What follows belongs to an exercise in optimizing a design on an open flow for small area, a short achievable clock period and few clock cycles per item; a production flow would make more cautious choices. Where RTL was checked, it was by simulation tests only, not by an equivalence proof against the original. No functional check of the RTL was part of run 1.

File: design/flow/design.v
module fcn_mac_u #(parameter FIRST = 0) (
  input  logic [14:0]        h,
  input  logic signed [3:0]  w,
  input  logic signed [15:0] acc_in,
  output logic signed [15:0] acc_out
);
  logic signed [19:0] p;
  logic signed [15:0] ps;
  logic signed [16:0] sum;
  always_comb begin
    p = $signed({1'b0, h}) * w;
    ps = (p > 20'sd32767) ? 16'sh7fff : (p < -20'sd32768) ? 16'sh8000 : p[15:0];
    sum = (FIRST ? 17'sd0 : {acc_in[15], acc_in}) + {ps[15], ps};
    acc_out = (sum[16] != sum[15]) ? {sum[16], {15{~sum[16]}}} : sum[15:0];
  end
endmodule
module fcn_mac_s #(parameter FIRST = 0) (
  input  logic signed [15:0] x,
  input  logic signed [3:0]  w,
  input  logic signed [15:0] acc_in,
  output logic signed [15:0] acc_out
);
  logic signed [19:0] p;
  logic signed [15:0] ps;
  logic signed [16:0] sum;
  always_comb begin
    p = x * w;
    ps = (p > 20'sd32767) ? 16'sh7fff : (p < -20'sd32768) ? 16'sh8000 : p[15:0];
    sum = (FIRST ? 17'sd0 : {acc_in[15], acc_in}) + {ps[15], ps};
    acc_out = (sum[16] != sum[15]) ? {sum[16], {15{~sum[16]}}} : sum[15:0];
  end
endmodule
module net_4_8_12_16_16_1_10 (clk, reset, input_valid, input_ready, input_data, output_valid, output_ready, output_data);
input clk, reset, input_valid, output_ready;
input signed [15:0] input_data;
output logic signed [15:0] output_data;
output output_valid, input_ready;
function automatic logic signed [3:0] l1_w(input logic [3:0] c, input int j);
  logic signed [3:0] w;
  w = 4'sd0;
  case (j)
    0: case (c)
      4'd0: w = 4'sd1;
      4'd1: w = 4'sd1;
      4'd2: w = 4'sd2;
      4'd3: w = 4'sd6;
      4'd4: w = 4'sd4;
      4'd5: w = 4'sd7;
      4'd6: w = -4'sd2;
      4'd7: w = 4'sd4;
      default: w = 4'sd0;
    endcase
    1: case (c)
      4'd1: w = -4'sd5;
      4'd2: w = -4'sd3;
      4'd3: w = -4'sd7;
      4'd4: w = -4'sd1;
      4'd5: w = -4'sd7;
      4'd6: w = 4'sd7;
      4'd7: w = 4'sd4;
      4'd8: w = 4'sd2;
      default: w = 4'sd0;
    endcase
    2: case (c)
      4'd2: w = -4'sd8;
      4'd3: w = 4'sd7;
      4'd4: w = 4'sd5;
      4'd5: w = 4'sd7;
      4'd6: w = 4'sd6;
      4'd7: w = 4'sd3;
      4'd8: w = 4'sd1;
      4'd9: w = -4'sd4;
      default: w = 4'sd0;
    endcase
    3: case (c)
      4'd3: w = -4'sd7;
      4'd4: w = 4'sd4;
      4'd5: w = 4'sd7;
      4'd6: w = 4'sd5;
      4'd7: w = 4'sd7;
      4'd8: w = -4'sd8;
      4'd9: w = 4'sd1;
      4'd10: w = -4'sd3;
      default: w = 4'sd0;
    endcase
    default: w = 4'sd0;
  endcase
  l1_w = w;
endfunction
function automatic logic signed [3:0] l2_w(input logic [3:0] c, input int j);
  logic signed [3:0] w;
  w = 4'sd0;
  case (j)
    0: case (c)
      4'd4: w = 4'sd5;
      4'd5: w = 4'sd0;
      4'd6: w = -4'sd5;
      4'd7: w = 4'sd3;
      4'd8: w = 4'sd1;
      4'd9: w = 4'sd4;
      4'd10: w = 4'sd6;
      4'd11: w = -4'sd5;
      4'd12: w = 4'sd2;
      4'd13: w = 4'sd1;
      4'd14: w = -4'sd1;
      4'd15: w = -4'sd1;
      default: w = 4'sd0;
    endcase
    1: case (c)
      4'd0: w = 4'sd5;
      4'd5: w = -4'sd4;
      4'd6: w = 4'sd7;
      4'd7: w = -4'sd6;
      4'd8: w = 4'sd5;
      4'd9: w = -4'sd5;
      4'd10: w = 4'sd2;
      4'd11: w = 4'sd2;
      4'd12: w = -4'sd1;
      4'd13: w = 4'sd1;
      4'd14: w = 4'sd7;
      4'd15: w = 4'sd0;
      default: w = 4'sd0;
    endcase
    2: case (c)
      4'd0: w = 4'sd0;
      4'd1: w = 4'sd5;
      4'd6: w = -4'sd1;
      4'd7: w = -4'sd5;
      4'd8: w = -4'sd5;
      4'd9: w = -4'sd8;
      4'd10: w = 4'sd2;
      4'd11: w = 4'sd0;
      4'd12: w = -4'sd5;
      4'd13: w = 4'sd2;
      4'd14: w = 4'sd0;
      4'd15: w = -4'sd2;
      default: w = 4'sd0;
    endcase
    3: case (c)
      4'd0: w = -4'sd3;
      4'd1: w = 4'sd7;
      4'd2: w = -4'sd5;
      4'd7: w = -4'sd2;
      4'd8: w = -4'sd2;
      4'd9: w = -4'sd5;
      4'd10: w = -4'sd1;
      4'd11: w = -4'sd5;
      4'd12: w = -4'sd5;
      4'd13: w = 4'sd7;
      4'd14: w = 4'sd2;
      4'd15: w = -4'sd4;
      default: w = 4'sd0;
    endcase
    4: case (c)
      4'd0: w = -4'sd2;
      4'd1: w = 4'sd3;
      4'd2: w = 4'sd7;
      4'd3: w = -4'sd4;
      4'd8: w = 4'sd2;
      4'd9: w = -4'sd1;
      4'd10: w = -4'sd7;
      4'd11: w = -4'sd1;
      4'd12: w = 4'sd2;
      4'd13: w = 4'sd4;
      4'd14: w = 4'sd0;
      4'd15: w = 4'sd4;
      default: w = 4'sd0;
    endcase
    5: case (c)
      4'd0: w = -4'sd1;
      4'd1: w = 4'sd7;
      4'd2: w = 4'sd5;
      4'd3: w = 4'sd7;
      4'd4: w = 4'sd3;
      4'd9: w = -4'sd2;
      4'd10: w = -4'sd6;
      4'd11: w = 4'sd6;
      4'd12: w = -4'sd4;
      4'd13: w = 4'sd5;
      4'd14: w = 4'sd4;
      4'd15: w = -4'sd2;
      default: w = 4'sd0;
    endcase
    6: case (c)
      4'd0: w = -4'sd1;
      4'd1: w = 4'sd6;
      4'd2: w = -4'sd2;
      4'd3: w = -4'sd3;
      4'd4: w = -4'sd5;
      4'd5: w = 4'sd0;
      4'd10: w = -4'sd6;
      4'd11: w = -4'sd5;
      4'd12: w = -4'sd5;
      4'd13: w = 4'sd4;
      4'd14: w = -4'sd1;
      4'd15: w = -4'sd1;
      default: w = 4'sd0;
    endcase
    7: case (c)
      4'd0: w = -4'sd8;
      4'd1: w = -4'sd5;
      4'd2: w = -4'sd3;
      4'd3: w = -4'sd6;
      4'd4: w = 4'sd1;
      4'd5: w = -4'sd6;
      4'd6: w = 4'sd7;
      4'd11: w = -4'sd4;
      4'd12: w = -4'sd5;
      4'd13: w = -4'sd1;
      4'd14: w = -4'sd4;
      4'd15: w = -4'sd6;
      default: w = 4'sd0;
    endcase
    default: w = 4'sd0;
  endcase
  l2_w = w;
endfunction
function automatic logic signed [3:0] l3_w(input logic [3:0] c, input int j);
  logic signed [3:0] w;
  w = 4'sd0;
  case (j)
    0: case (c)
      4'd0: w = -4'sd1;
      4'd1: w = 4'sd6;
      4'd2: w = -4'sd3;
      4'd3: w = -4'sd5;
      4'd4: w = 4'sd2;
      4'd5: w = -4'sd8;
      4'd6: w = -4'sd4;
      4'd7: w = -4'sd4;
      4'd8: w = -4'sd6;
      4'd9: w = 4'sd6;
      4'd10: w = -4'sd7;
      4'd11: w = -4'sd6;
      4'd12: w = -4'sd4;
      4'd13: w = -4'sd8;
      4'd14: w = -4'sd1;
      4'd15: w = 4'sd0;
      default: w = 4'sd0;
    endcase
    1: case (c)
      4'd0: w = -4'sd7;
      4'd1: w = -4'sd6;
      4'd2: w = 4'sd0;
      4'd3: w = -4'sd4;
      4'd4: w = -4'sd5;
      4'd5: w = 4'sd2;
      4'd6: w = 4'sd1;
      4'd7: w = 4'sd6;
      4'd8: w = -4'sd8;
      4'd9: w = 4'sd6;
      4'd10: w = -4'sd3;
      4'd11: w = 4'sd2;
      4'd12: w = 4'sd6;
      4'd13: w = -4'sd8;
      4'd14: w = -4'sd5;
      4'd15: w = 4'sd2;
      default: w = 4'sd0;
    endcase
    2: case (c)
      4'd0: w = 4'sd7;
      4'd1: w = 4'sd6;
      4'd2: w = -4'sd4;
      4'd3: w = 4'sd3;
      4'd4: w = 4'sd2;
      4'd5: w = -4'sd3;
      4'd6: w = -4'sd7;
      4'd7: w = 4'sd1;
      4'd8: w = 4'sd2;
      4'd9: w = 4'sd7;
      4'd10: w = 4'sd7;
      4'd11: w = -4'sd1;
      4'd12: w = 4'sd5;
      4'd13: w = -4'sd7;
      4'd14: w = -4'sd5;
      4'd15: w = 4'sd5;
      default: w = 4'sd0;
    endcase
    3: case (c)
      4'd0: w = -4'sd1;
      4'd1: w = 4'sd3;
      4'd2: w = -4'sd7;
      4'd3: w = 4'sd4;
      4'd4: w = -4'sd3;
      4'd5: w = -4'sd5;
      4'd6: w = 4'sd7;
      4'd7: w = 4'sd3;
      4'd8: w = 4'sd0;
      4'd9: w = -4'sd8;
      4'd10: w = 4'sd1;
      4'd11: w = 4'sd1;
      4'd12: w = -4'sd7;
      4'd13: w = -4'sd2;
      4'd14: w = 4'sd5;
      4'd15: w = 4'sd2;
      default: w = 4'sd0;
    endcase
    4: case (c)
      4'd0: w = 4'sd7;
      4'd1: w = 4'sd3;
      4'd2: w = -4'sd3;
      4'd3: w = -4'sd4;
      4'd4: w = 4'sd3;
      4'd5: w = -4'sd2;
      4'd6: w = -4'sd2;
      4'd7: w = 4'sd2;
      4'd8: w = -4'sd5;
      4'd9: w = 4'sd3;
      4'd10: w = 4'sd1;
      4'd11: w = 4'sd3;
      4'd12: w = 4'sd7;
      4'd13: w = 4'sd1;
      4'd14: w = 4'sd0;
      4'd15: w = -4'sd5;
      default: w = 4'sd0;
    endcase
    5: case (c)
      4'd0: w = -4'sd4;
      4'd1: w = 4'sd2;
      4'd2: w = -4'sd3;
      4'd3: w = -4'sd1;
      4'd4: w = 4'sd3;
      4'd5: w = -4'sd7;
      4'd6: w = 4'sd7;
      4'd7: w = -4'sd3;
      4'd8: w = -4'sd5;
      4'd9: w = -4'sd8;
      4'd10: w = -4'sd4;
      4'd11: w = 4'sd1;
      4'd12: w = 4'sd3;
      4'd13: w = 4'sd5;
      4'd14: w = -4'sd2;
      4'd15: w = -4'sd8;
      default: w = 4'sd0;
    endcase
    6: case (c)
      4'd0: w = -4'sd2;
      4'd1: w = -4'sd7;
      4'd2: w = 4'sd5;
      4'd3: w = -4'sd2;
      4'd4: w = 4'sd2;
      4'd5: w = -4'sd3;
      4'd6: w = 4'sd0;
      4'd7: w = 4'sd3;
      4'd8: w = 4'sd5;
      4'd9: w = -4'sd8;
      4'd10: w = -4'sd7;
      4'd11: w = 4'sd3;
      4'd12: w = -4'sd6;
      4'd13: w = -4'sd4;
      4'd14: w = 4'sd2;
      4'd15: w = -4'sd1;
      default: w = 4'sd0;
    endcase
    7: case (c)
      4'd0: w = 4'sd5;
      4'd1: w = 4'sd2;
      4'd2: w = -4'sd7;
      4'd3: w = 4'sd0;
      4'd4: w = 4'sd2;
      4'd5: w = 4'sd2;
      4'd6: w = -4'sd4;
      4'd7: w = -4'sd6;
      4'd8: w = 4'sd6;
      4'd9: w = 4'sd6;
      4'd10: w = 4'sd1;
      4'd11: w = 4'sd0;
      4'd12: w = 4'sd7;
      4'd13: w = -4'sd5;
      4'd14: w = 4'sd3;
      4'd15: w = -4'sd5;
      default: w = 4'sd0;
    endcase
    8: case (c)
      4'd0: w = 4'sd3;
      4'd1: w = -4'sd2;
      4'd2: w = 4'sd7;
      4'd3: w = 4'sd1;
      4'd4: w = 4'sd1;
      4'd5: w = -4'sd3;
      4'd6: w = -4'sd1;
      4'd7: w = 4'sd6;
      4'd8: w = 4'sd3;
      4'd9: w = -4'sd7;
      4'd10: w = -4'sd1;
      4'd11: w = 4'sd4;
      4'd12: w = -4'sd3;
      4'd13: w = -4'sd1;
      4'd14: w = -4'sd5;
      4'd15: w = -4'sd4;
      default: w = 4'sd0;
    endcase
    9: case (c)
      4'd0: w = 4'sd6;
      4'd1: w = -4'sd3;
      4'd2: w = -4'sd2;
      4'd3: w = -4'sd3;
      4'd4: w = 4'sd0;
      4'd5: w = -4'sd5;
      4'd6: w = 4'sd1;
      4'd7: w = 4'sd6;
      4'd8: w = -4'sd6;
      4'd9: w = -4'sd1;
      4'd10: w = 4'sd1;
      4'd11: w = -4'sd6;
      4'd12: w = 4'sd3;
      4'd13: w = 4'sd3;
      4'd14: w = -4'sd8;
      4'd15: w = -4'sd5;
      default: w = 4'sd0;
    endcase
    10: case (c)
      4'd0: w = 4'sd7;
      4'd1: w = -4'sd5;
      4'd2: w = -4'sd5;
      4'd3: w = -4'sd2;
      4'd4: w = -4'sd5;
      4'd5: w = -4'sd6;
      4'd6: w = 4'sd5;
      4'd7: w = 4'sd5;
      4'd8: w = -4'sd4;
      4'd9: w = 4'sd3;
      4'd10: w = 4'sd6;
      4'd11: w = 4'sd7;
      4'd12: w = 4'sd2;
      4'd13: w = 4'sd6;
      4'd14: w = 4'sd4;
      4'd15: w = 4'sd6;
      default: w = 4'sd0;
    endcase
    11: case (c)
      4'd0: w = -4'sd7;
      4'd1: w = -4'sd2;
      4'd2: w = -4'sd8;
      4'd3: w = -4'sd4;
      4'd4: w = -4'sd7;
      4'd5: w = 4'sd6;
      4'd6: w = -4'sd6;
      4'd7: w = -4'sd4;
      4'd8: w = 4'sd4;
      4'd9: w = -4'sd2;
      4'd10: w = 4'sd2;
      4'd11: w = -4'sd7;
      4'd12: w = -4'sd3;
      4'd13: w = -4'sd5;
      4'd14: w = -4'sd6;
      4'd15: w = 4'sd3;
      default: w = 4'sd0;
    endcase
    default: w = 4'sd0;
  endcase
  l3_w = w;
endfunction
  logic [3:0] c;            
  logic       v0, v1, v2;   
  logic [2:0] wcnt;         
  logic       ovalid, adv, empty, take, full_next, launch;
  assign ovalid = c[3] ? v1 : v2;
  assign adv    = ~(ovalid & ~output_ready);
  assign empty  = ~(v0 | v1 | v2);
  assign input_ready = ~wcnt[2] & ~(v0 & ({1'b0, c} < 5'(wcnt) + 5'd8));
  assign take      = input_valid & input_ready;
  assign full_next = wcnt[2] | (wcnt[1] & wcnt[0] & take);
  assign launch    = adv & full_next & (empty | (c == 4'd15));
  always_ff @(posedge clk) begin
    if (reset) begin
      c <= 4'd0;
      v0 <= 1'b0; v1 <= 1'b0; v2 <= 1'b0;
      wcnt <= 3'd0;
    end else begin
      if (launch)
        wcnt <= 3'd0;
      else if (take)
        wcnt <= wcnt + 3'd1;
      if (adv) begin
        c <= launch ? 4'd0 : c + 4'd1;
        if (launch | (c == 4'd15)) begin
          v0 <= launch; v1 <= v0; v2 <= v1;
        end
      end
    end
  end
  assign output_valid = ovalid;
  logic signed [15:0] x [4];
  always_ff @(posedge clk)
    if (take) x[wcnt[1:0]] <= input_data;
  logic signed [15:0] a1 [4];    
  logic signed [15:0] r1 [3];    
  for (genvar j = 0; j < 4; j++) begin : g_l1
    fcn_mac_s #(.FIRST(j == 0)) u (.x(x[j]), .w(l1_w(c, j)), .acc_in(j == 0 ? 16'sd0 : r1[j == 0 ? 0 : j-1]), .acc_out(a1[j]));
    if (j < 3) begin : g_r
      always_ff @(posedge clk) if (adv) r1[j] <= a1[j];
    end
  end
  logic [14:0] h1bus;
  assign h1bus = a1[3][15] ? 15'd0 : a1[3][14:0];
  logic [14:0] h1 [8];
  logic signed [15:0] a2 [8];
  logic signed [15:0] r2 [7];
  for (genvar j = 0; j < 8; j++) begin : g_l2
    always_ff @(posedge clk) if (adv && c == 4'(3 + j)) h1[j] <= h1bus;
    fcn_mac_u #(.FIRST(j == 0)) u (.h(h1[j]), .w(l2_w(c, j)), .acc_in(j == 0 ? 16'sd0 : r2[j == 0 ? 0 : j-1]), .acc_out(a2[j]));
    if (j < 7) begin : g_r
      always_ff @(posedge clk) if (adv) r2[j] <= a2[j];
    end
  end
  logic [14:0] h2bus;
  assign h2bus = a2[7][15] ? 15'd0 : a2[7][14:0];
  logic [14:0] h2 [12];
  logic signed [15:0] a3 [12];
  logic signed [15:0] r3 [11];
  for (genvar j = 0; j < 12; j++) begin : g_l3
    always_ff @(posedge clk) if (adv && c == 4'((11 + j) % 16)) h2[j] <= h2bus;
    fcn_mac_u #(.FIRST(j == 0)) u (.h(h2[j]), .w(l3_w(c, j)), .acc_in(j == 0 ? 16'sd0 : r3[j == 0 ? 0 : j-1]), .acc_out(a3[j]));
    if (j < 11) begin : g_r
      always_ff @(posedge clk) if (adv) r3[j] <= a3[j];
    end
  end
  logic [14:0] yreg;
  always_ff @(posedge clk) if (adv) yreg <= a3[11][15] ? 15'd0 : a3[11][14:0];
  assign output_data = {1'b0, yreg};
endmodule
File: design/flow/config.mk
export PLATFORM = sky130hd
export DESIGN_NAME = net_4_8_12_16_16_1_10
export DESIGN_NICKNAME = net_4_8_12_16_16_1_10
export VERILOG_FILES = /design/flow/design.v
export SDC_FILE = /design/flow/constraint.sdc
export NUM_CORES = 4
export LEC_CHECK = 0
export CAP_MARGIN = 20
export CORE_MARGIN = 2
export CORE_UTILIZATION = 40
export SLEW_MARGIN = 20
File: design/flow/constraint.sdc
create_clock -name core_clock -period 10.0 [get_ports {clk}]
set_input_delay 2.0000 -clock core_clock [delete_from_list [all_inputs] [get_ports {clk}]]
set_output_delay 2.0000 -clock core_clock [all_outputs]
set_load 0.01 [all_outputs]
File: design/flow/run.sh
#!/bin/bash
# synth_recipe.tcl (not shown) runs the flow's synth.tcl, then flattens the netlist and writes it again
# the make line also repeats each setting of config.mk as NAME=value (left out here)
make -C /OpenROAD-flow-scripts/flow DESIGN_CONFIG=/design/flow/config.mk WORK_HOME=/design/flow/orfs CLKGATE_MAP_FILE= SYNTH_SCRIPT=/design/flow/synth_recipe.tcl finish
==> flow_summary.json, run 1 <==
{
  "fraction_of_final_layout_cells_with_drive_strength_greater_than_1": 0.0386,
  "syn_nets": 11700,
  "hold-path-cell-count": 2,
  "post_cts.repair.setup_buffers": 0,
  "rsz0062_at_grt": "no",
  "worst_clock_skew_on_the_final_layout_ns": 0.0518,
  "timing_hold_violations_final": 0,
  "cts_tree": "built",
  "report.final.slew_viol_count": 0,
  "place.gp.congestion": 0.935,
  "dr.pass1.iters": 5,
  "outcome": "timing/DRC/antenna clean",
  "timing.critical_path.slowest_stage_cell": "sky130_fd_sc_hd__dfxtp_1",
  "floorplan.die.width_um": 490,
  "clock_sink_count": 821,
  "design.core.area_um2": 235000,
  "holdPathEnd": "v2$_SDFFE_PP0P_",
  "drt-initial-drc-count": 4912,
  "globalRouteOverflowTotal": 0,
  "postSynthCellCount": 9727,
  "synth_top_area_frac": 0.228,
  "report.final.setup_viol": 0,
  "criticalPathCategory": "register to register",
  "synthDominantAreaCellType": "sky130_fd_sc_hd__edfxtp_1",
  "clkLatencyLatePin_ns": 0.77,
  "cp_slowest_stage_delay_ns": 0.71,
  "synth.most_common_cell": "sky130_fd_sc_hd__ha_1",
  "setup.reg_to_reg.worst_slack_ns": 0.87,
  "path_common_cell": "sky130_fd_sc_hd__fa_1",
  "worstPathMaxFanout": 17,
  "ff2ff_path_depth": 28,
  "ys_seq_area_frac": 0.250,
  "cts_max_path_buffers": 3,
  "finalNetCount": 11700,
  "clk_pin_slew_ns": 0.06,
  "via_count_of_the_first_global_routing_pass": 69900,
  "chip_height_um": 490,
  "syn-mean-instance-area_um2": 9.70,
  "critPathLaunchType": "register",
  "worst_hold_path_type": "register to register",
  "timing.critical_path.arrival_ns": 9.59,
  "synth.lib_cells_used.distinct": 119,
  "post-route-drc-count": 0,
  "achievable-frequency_ghz": 0.110,
  "number_of_instances_resized_during_post_cts_repair": 0,
  "drt_via_density": 5.43,
  "clockRootBuffer": "sky130_fd_sc_hd__clkbuf_16",
  "initial_util": 0.402,
  "grt_first_pass_wirelength_um": 393000,
  "die-area_um2": 240000,
  "maxCapViolations": 0,
  "port_buffers": 36,
  "cts-buffers-inserted": 96,
  "worstMarginPinSlew_ns": 1.12,
  "r2r_end": "r2[4][7]$_DFFE_PN_",
  "synth_area_um2": 94300,
  "synthToLayoutAreaGrowth_pct": 7.51,
  "ys_dominant_reg_cell": "sky130_fd_sc_hd__edfxtp_1",
  "cts_hold_buffers": 0,
  "floorplan.io_pins": 38,
  "worstReg2RegStart": "g_l2[4].u.w[3]$_DFF_P_",
  "synth-warning-count": 18,
  "timing.slew.headroom": 0.256,
  "worst_hold_startpoint": "v2$_SDFFE_PP0P_",
  "final.hold.worst_slack_ns": 0.503,
  "number_of_enable_flip_flop_cells_after_synthesis": 715,
  "core.rowCount": 178,
  "maximum_number_of_pins_on_one_net_before_global_route_repair": 102,
  "vias": 70200,
  "crit_start": "g_l2[4].u.w[3]$_DFF_P_",
  "wl_per_cell_um": 19.2,
  "timing.final.crit_period_ns": 9.13,
  "tns_ns": 0,
  "synth.cells.most_frequent": "1,280 x sky130_fd_sc_hd__ha_1, 910 x sky130_fd_sc_hd__and2_1, 716 x sky130_fd_sc_hd__a21oi_1",
  "number_of_antenna_violations_at_the_first_check_in_global_routing": 23,
  "min_period_over_period": 0.913,
  "hpwlAfterDp_um": 199000,
  "synth.top_cells.by_area": "sky130_fd_sc_hd__edfxtp_1 23%, sky130_fd_sc_hd__ha_1 17%, sky130_fd_sc_hd__fa_1 15%",
  "grt_usage": 0.205,
  "setup.worst_path.end_class": "register",
  "route.antenna.remaining_nets": 0,
  "postSynth.asyncResetShare": 0,
  "cp_data_required_time_ns": 10.47,
  "cts_htree_levels": 3,
  "wl_um": 248000,
  "postSynthRegisterBits": 821
}
per-layer routing:
layer	wire length, µm	vias to the layer above	share of wire	track usage
li1	-	34200	-	-
met4	8130	8	0.033	0.0639
met2	113000	1440	0.45	0.330
met3	11100	314	0.045	0.0251
met5	55	-	0.00022	0
met1	116000	34200	0.47	0.288
stage by stage:
step                worst slack, ns  instances  area (µm²)   util
floorplan                      1.65       9727       94300      -
global placement               1.16      12700       98100  0.417
detailed placement             1.05      12700       98100  0.417
CTS                            1.02      12900      101000  0.431
global route                  0.204      12900      101000  0.432
finish                        0.874      12900      101000  0.432
placed cells by master, fill, tap and decap left out, types with 36 or more instances in the layout:
master,synthesis,final
sky130_fd_sc_hd__a211oi_1,72,71
sky130_fd_sc_hd__a21o_1,306,306
sky130_fd_sc_hd__a21oi_1,716,714
sky130_fd_sc_hd__a31oi_1,55,53
sky130_fd_sc_hd__and2_1,910,909
sky130_fd_sc_hd__and3_1,55,55
sky130_fd_sc_hd__buf_4,9,56
sky130_fd_sc_hd__clkbuf_16,0,97
sky130_fd_sc_hd__clkdlybuf4s50_1,0,36
sky130_fd_sc_hd__dfxtp_1,106,106
sky130_fd_sc_hd__edfxtp_1,715,715
sky130_fd_sc_hd__fa_1,694,694
sky130_fd_sc_hd__ha_1,1280,1280
sky130_fd_sc_hd__inv_1,671,671
sky130_fd_sc_hd__nand2_1,529,529
sky130_fd_sc_hd__nand2b_1,194,194
sky130_fd_sc_hd__nand3_1,93,93
sky130_fd_sc_hd__nor2_1,490,489
sky130_fd_sc_hd__nor2b_1,367,365
sky130_fd_sc_hd__nor3_1,129,129
sky130_fd_sc_hd__o211ai_1,42,42
sky130_fd_sc_hd__o21a_1,260,260
sky130_fd_sc_hd__o21ai_0,375,372
sky130_fd_sc_hd__o21ai_1,122,122
sky130_fd_sc_hd__o21bai_1,78,78
sky130_fd_sc_hd__o31ai_1,45,45
sky130_fd_sc_hd__or2_2,37,37
sky130_fd_sc_hd__or3_1,41,41
sky130_fd_sc_hd__xnor2_1,318,317
sky130_fd_sc_hd__xor2_1,251,251
worst max-delay path: cells and delay by family (launching register included):
family | cells | cell delay [ns]
muxes | 1 | 0.36
and+or+nand+nor | 6 | 1.59
DFF | 1 | 0.71
adders and majority gates | 7 | 2.71
buffers and inverters | 2 | 0.14
AOI/OAI and AO/OA | 12 | 3.32
worst max-delay path by stage:
| stage | end | slack, ns | cells past startpoint |
|---|---|---|---|
| global placement | r2[4][13]$_DFFE_PN_ | 1.16 | 28 |
| detailed placement | r2[4][8]$_DFFE_PN_ | 1.05 | 28 |
| CTS | r2[4][7]$_DFFE_PN_ | 1.02 | 28 |
| global route | r2[4][7]$_DFFE_PN_ | 0.20 | 28 |
| finish | r2[4][7]$_DFFE_PN_ | 0.87 | 28 |
| floorplan | g_l2[6].u.w[1]$_DFF_P_ | 1.65 | 12 |
cells by family (layout without fill, tap and decap cells):
| logic type | Yosys count | in the layout | synth area share |
|---|---|---|---|
| and+or+nand+nor | 2951 | 2951 | 0.167 |
| AOI/OAI and AO/OA | 2439 | 2439 | 0.169 |
| xor gates and xnor gates | 571 | 571 | 0.0532 |
| buffers and inverters | 918 | 949 | 0.0375 |
| DFF | 821 | 821 | 0.250 |
| other | 1 | 10 | 0.0000398 |
| muxes | 29 | 29 | 0.00326 |
| adders and majority gates | 1997 | 1997 | 0.319 |
state kept, by name, indices dropped and copies added (netlist names), named ones only:
register and count:
v2 1, r1 48, v1 1, r3 176, g_l2.u.w 32, wcnt 3, h1 120, r2 112
v0 1, g_l1.u.w 12, g_l3.u.w 48, h2 180, yreg 15, c 4, x 64
area by class of cell:
| type | count | area, µm² |
|---|---|---|
| tap | 3150 | 3940 |
| clock buffer | 118 | 2580 |
| sequential | 821 | 23600 |
| inverter | 676 | 2540 |
| antenna | 9 | 22.5 |
| clock inverter | 63 | 703 |
| fill | 22500 | 134000 |
| timing repair buffer | 92 | 781 |
| multi-input combinational | 7988 | 67300 |
==> inputs of run 2 (changes only) <==
--- a/design/flow/design.v
+++ b/design/flow/design.v
@@ -5,10 +5,11 @@
   output logic signed [15:0] acc_out
 );
   logic signed [19:0] p;
-  logic signed [15:0] ps;
+  logic signed [15:0] ps, hs;
   logic signed [16:0] sum;
   always_comb begin
-    p = $signed({1'b0, h}) * w;
+    hs = {1'b0, h};
+    p = hs * w;
     ps = (p > 20'sd32767) ? 16'sh7fff : (p < -20'sd32768) ? 16'sh8000 : p[15:0];
     sum = (FIRST ? 17'sd0 : {acc_in[15], acc_in}) + {ps[15], ps};
     acc_out = (sum[16] != sum[15]) ? {sum[16], {15{~sum[16]}}} : sum[15:0];
==> run 2 against run 1 <==
  * Critical path depth up 1
  * Flip-flop and latch count unchanged
  * Sequential share of layout area decreased by 0.35 points
  * First-iteration DRC count decreased by 9.9%
  * Die area rose by 1.2%
  * Still clean on timing, DRC and antenna
==> flow_summary.json, run 2 <==
{
  "routed-wl-met3_um": 9200,
  "vias": 71700,
  "cp_slowest_stage_delay_ns": 0.81,
  "postSynth.asyncResetShare": 0,
  "detailed_place.area_um2": 99400,
  "worst_clock_skew_on_the_final_layout_ns": 0.0566,
  "route.antenna.remaining_nets": 0,
  "criticalPathCategory": "register to register",
  "outcome": "timing/DRC/antenna clean",
  "syn_nets": 11900,
  "drt-initial-drc-count": 4425,
  "cts_max_path_buffers": 3,
  "post-route-drc-count": 0,
  "floorplan.io_pins": 38,
  "maxCapViolations": 0,
  "rsz0062_at_grt": "no",
  "drt_via_density": 5.48,
  "cts-buffers-inserted": 99,
  "critPathTopFamily": "compound AO/OA/AOI/OAI gates",
  "final.hold.worst_slack_ns": 0.508,
  "ys_dominant_reg_cell": "sky130_fd_sc_hd__edfxtp_1",
  "timing.final.crit_period_ns": 8.56,
  "timing_hold_violations_final": 0,
  "initial_util": 0.402,
  "met1Wirelength_um": 114000,
  "cts_hold_buffers": 0,
  "cp_data_required_time_ns": 10.39,
  "chip_height_um": 493,
  "worstPathMaxFanout": 16,
  "fin_cells": 13100,
  "clockRootBuffer": "sky130_fd_sc_hd__clkbuf_16",
  "achievable-frequency_ghz": 0.117,
  "core.rowCount": 179,
  "cts_tree": "built",
  "number_of_instances_resized_during_post_cts_repair": 0,
  "worst_hold_path_type": "register to register",
  "wl_per_cell_um": 18.6,
  "globalRouteOverflowTotal": 0,
  "ys_seq_area_frac": 0.247,
  "synthDominantAreaCellType": "sky130_fd_sc_hd__edfxtp_1",
  "timing.critical_path.arrival_ns": 8.95,
  "synth-warning-count": 18,
  "dr.pass1.iters": 6,
  "hpwlAfterDp_um": 196000,
  "finalNetCount": 11800,
  "grt_usage": 0.200,
  "timing.critical_path.slowest_stage_cell": "sky130_fd_sc_hd__a21oi_2",
  "design.core.area_um2": 238000,
  "floorplan.die.width_um": 493,
  "place_worst_setup_slack_ns": 1.35,
  "report.final.slew_viol_count": 0,
  "final_instance_area_um2": 103000,
  "critPathLaunchType": "register",
  "layout.cells.most_common_list": "1,280 x sky130_fd_sc_hd__ha_1, 920 x sky130_fd_sc_hd__and2_1, 718 x sky130_fd_sc_hd__a21oi_1, 715 x sky130_fd_sc_hd__edfxtp_1, 694 x sky130_fd_sc_hd__fa_1",
  "dr_wl_met2_um": 114000,
  "worst_slack_ns": 1.44,
  "worst_path_bufs_invs": 5,
  "syn-mean-instance-area_um2": 9.67,
  "setup.worst_path.end_class": "register",
  "register_ranked_first_by_flip_flop_count": "h2",
  "min_period_over_period": 0.856,
  "top_regs": "h2 (180), r3 (176), h1 (120)",
  "setup.reg_to_reg.worst_slack_ns": 1.44,
  "synth.top_cells.by_area": "sky130_fd_sc_hd__edfxtp_1 22%, sky130_fd_sc_hd__ha_1 17%, sky130_fd_sc_hd__fa_1 15%",
  "report.final.setup_viol": 0,
  "grt_first_pass_wirelength_um": 394000,
  "synth.cells.most_frequent": "1,280 x sky130_fd_sc_hd__ha_1, 923 x sky130_fd_sc_hd__and2_1, 733 x sky130_fd_sc_hd__a21oi_1",
  "synth_area_um2": 95500,
  "clkLatencyLatePin_ns": 0.78,
  "place.gp.congestion": 0.908,
  "cts_htree_levels": 3,
  "post_cts.repair.setup_buffers": 0,
  "final_common_cell": "sky130_fd_sc_hd__ha_1",
  "postSynthCellCount": 9874,
  "number_of_antenna_violations_at_the_first_check_in_global_routing": 21,
  "synth.most_common_cell": "sky130_fd_sc_hd__ha_1",
  "synthToLayoutAreaGrowth_pct": 7.83,
  "timing.slew.headroom": 0.216,
  "worstMarginPinSlew_ns": 1.18,
  "port_buffers": 36,
  "dpl.cell_count": 12900,
  "clk_pin_slew_ns": 0.06,
  "tns_ns": 0,
  "fraction_of_final_layout_cells_with_drive_strength_greater_than_1": 0.0424,
  "clock_sink_count": 821,
  "synth_top_area_frac": 0.225,
  "wl_um": 244000,
  "synth.lib_cells_used.distinct": 114,
  "die-area_um2": 243000,
  "path_common_cell": "sky130_fd_sc_hd__fa_1",
  "flip_flop_count_of_the_largest_register_after_layout": 180,
  "maximum_number_of_pins_on_one_net_before_global_route_repair": 93,
  "postSynthRegisterBits": 821,
  "number_of_enable_flip_flop_cells_after_synthesis": 715,
  "route.top_layer_used": "met5",
  "via_count_of_the_first_global_routing_pass": 72100
}
## run 2: changes by cell type in the layout (fill, tap and decap cells not counted), moves of 16 or more
cell / change
sky130_fd_sc_hd__nor3_1: +21
sky130_fd_sc_hd__xnor2_1: -24
sky130_fd_sc_hd__nor2_1: -44
sky130_fd_sc_hd__a211o_1: +16
sky130_fd_sc_hd__or2_2: -18
sky130_fd_sc_hd__o21a_1: -81
sky130_fd_sc_hd__o21ai_1: -100
sky130_fd_sc_hd__nand3_1: +32
sky130_fd_sc_hd__nand2_1: -27
sky130_fd_sc_hd__o31a_1: +17
sky130_fd_sc_hd__maj3_2: +18
sky130_fd_sc_hd__a211oi_1: +33
sky130_fd_sc_hd__mux2i_1: +17
sky130_fd_sc_hd__o21ai_0: +109
## run 2: cell type report
class | instances | area, µm²
Fill cell | 22700 | 135000
Multi-Input combinational cell | 8111 | 68500
Sequential cell | 821 | 23600
Tap cell | 3167 | 3960
Clock buffer | 119 | 2640
Inverter | 683 | 2570
Clock inverter | 68 | 893
Timing Repair Buffer | 99 | 832
Antenna cell | 7 | 17.5
## run 2: worst min-delay path, cell delays in order, from the launching register on
cell	delay (ns)
sky130_fd_sc_hd__dfxtp_1	0.34
sky130_fd_sc_hd__nand2_1	0.06
sky130_fd_sc_hd__a21oi_1	0.06
## run 2: path summary, 6_finish.rpt
| kind | cells after the start | from | end |
|---|---|---|---|
| max reg2reg | 29 | g_l2[7].u.w[2]$_DFF_P_ | h2[11][6]$_DFFE_PP_ |
| max | 29 | g_l2[7].u.w[2]$_DFF_P_ | h2[11][6]$_DFFE_PP_ |
| min | 2 | v0$_SDFFE_PP0P_ | v0$_SDFFE_PP0P_ |
| min reg2reg | 2 | v0$_SDFFE_PP0P_ | v0$_SDFFE_PP0P_ |
## run 2: cell families after synthesis
kind of cell             Yosys count  synth area share
AND/OR/NAND/NOR                 3002             0.170
AO/OA/AOI/OAI                   2505             0.172
adder cells (fa/ha/maj)         2007             0.317
buffers and inverters            942            0.0383
flip-flops                       821             0.247
XOR/XNOR                         552            0.0507
multiplexers                      44           0.00477
other                              1         0.0000393
## run 2: metrics by stage
stage	util
after global routing	0.433
after detailed placement	0.418
after floorplan	-
after global placement	0.418
final	0.433
after CTS	0.433
## run 2: layer usage
layer | GRT usage | up-vias
li1 | - | 35100
met1 | 0.273 | 35000
met2 | 0.335 | 1373
met3 | 0.0215 | 306
met4 | 0.0520 | 2
met5 | 0 | -
Testbench counts of run 2, summed over its fixed seeds: cycles 3,296, items 192.

port drivers added, routing unchanged:
In the flow no input, the clock included, has a driving cell. The finished layouts below were timed again as built, in two steps. Step 1 assumes that a clkbuf_16 drives the clock port and a buf_2 every other input. Step 2 adds t to the input delays and takes it off the output delays; t is the mean of the earliest and latest rising clock arrival at the registers after step 1. Input paths then give back, and output paths get back, about the clock's delay inside the block. a / b / c = no drivers / after step 1 / after step 2; a / b = the first two.
run | t, ns | slack for setup (ns) | hold WS [ns] | latest minus earliest clock arrival (ns) | slew at the worst register clock pin (ns)
run 1 | 0.840 | 0.874 / 0.874 / 0.874 | 0.503 / 0.503 / 0.503 | 0.055 / 0.056 | 0.08 / 0.08
run 2 | 0.845 | 1.442 / 1.442 / 1.442 | 0.508 / 0.508 / 0.508 | 0.058 / 0.058 | 0.07 / 0.07
After both steps setup and hold are still met in every run listed.
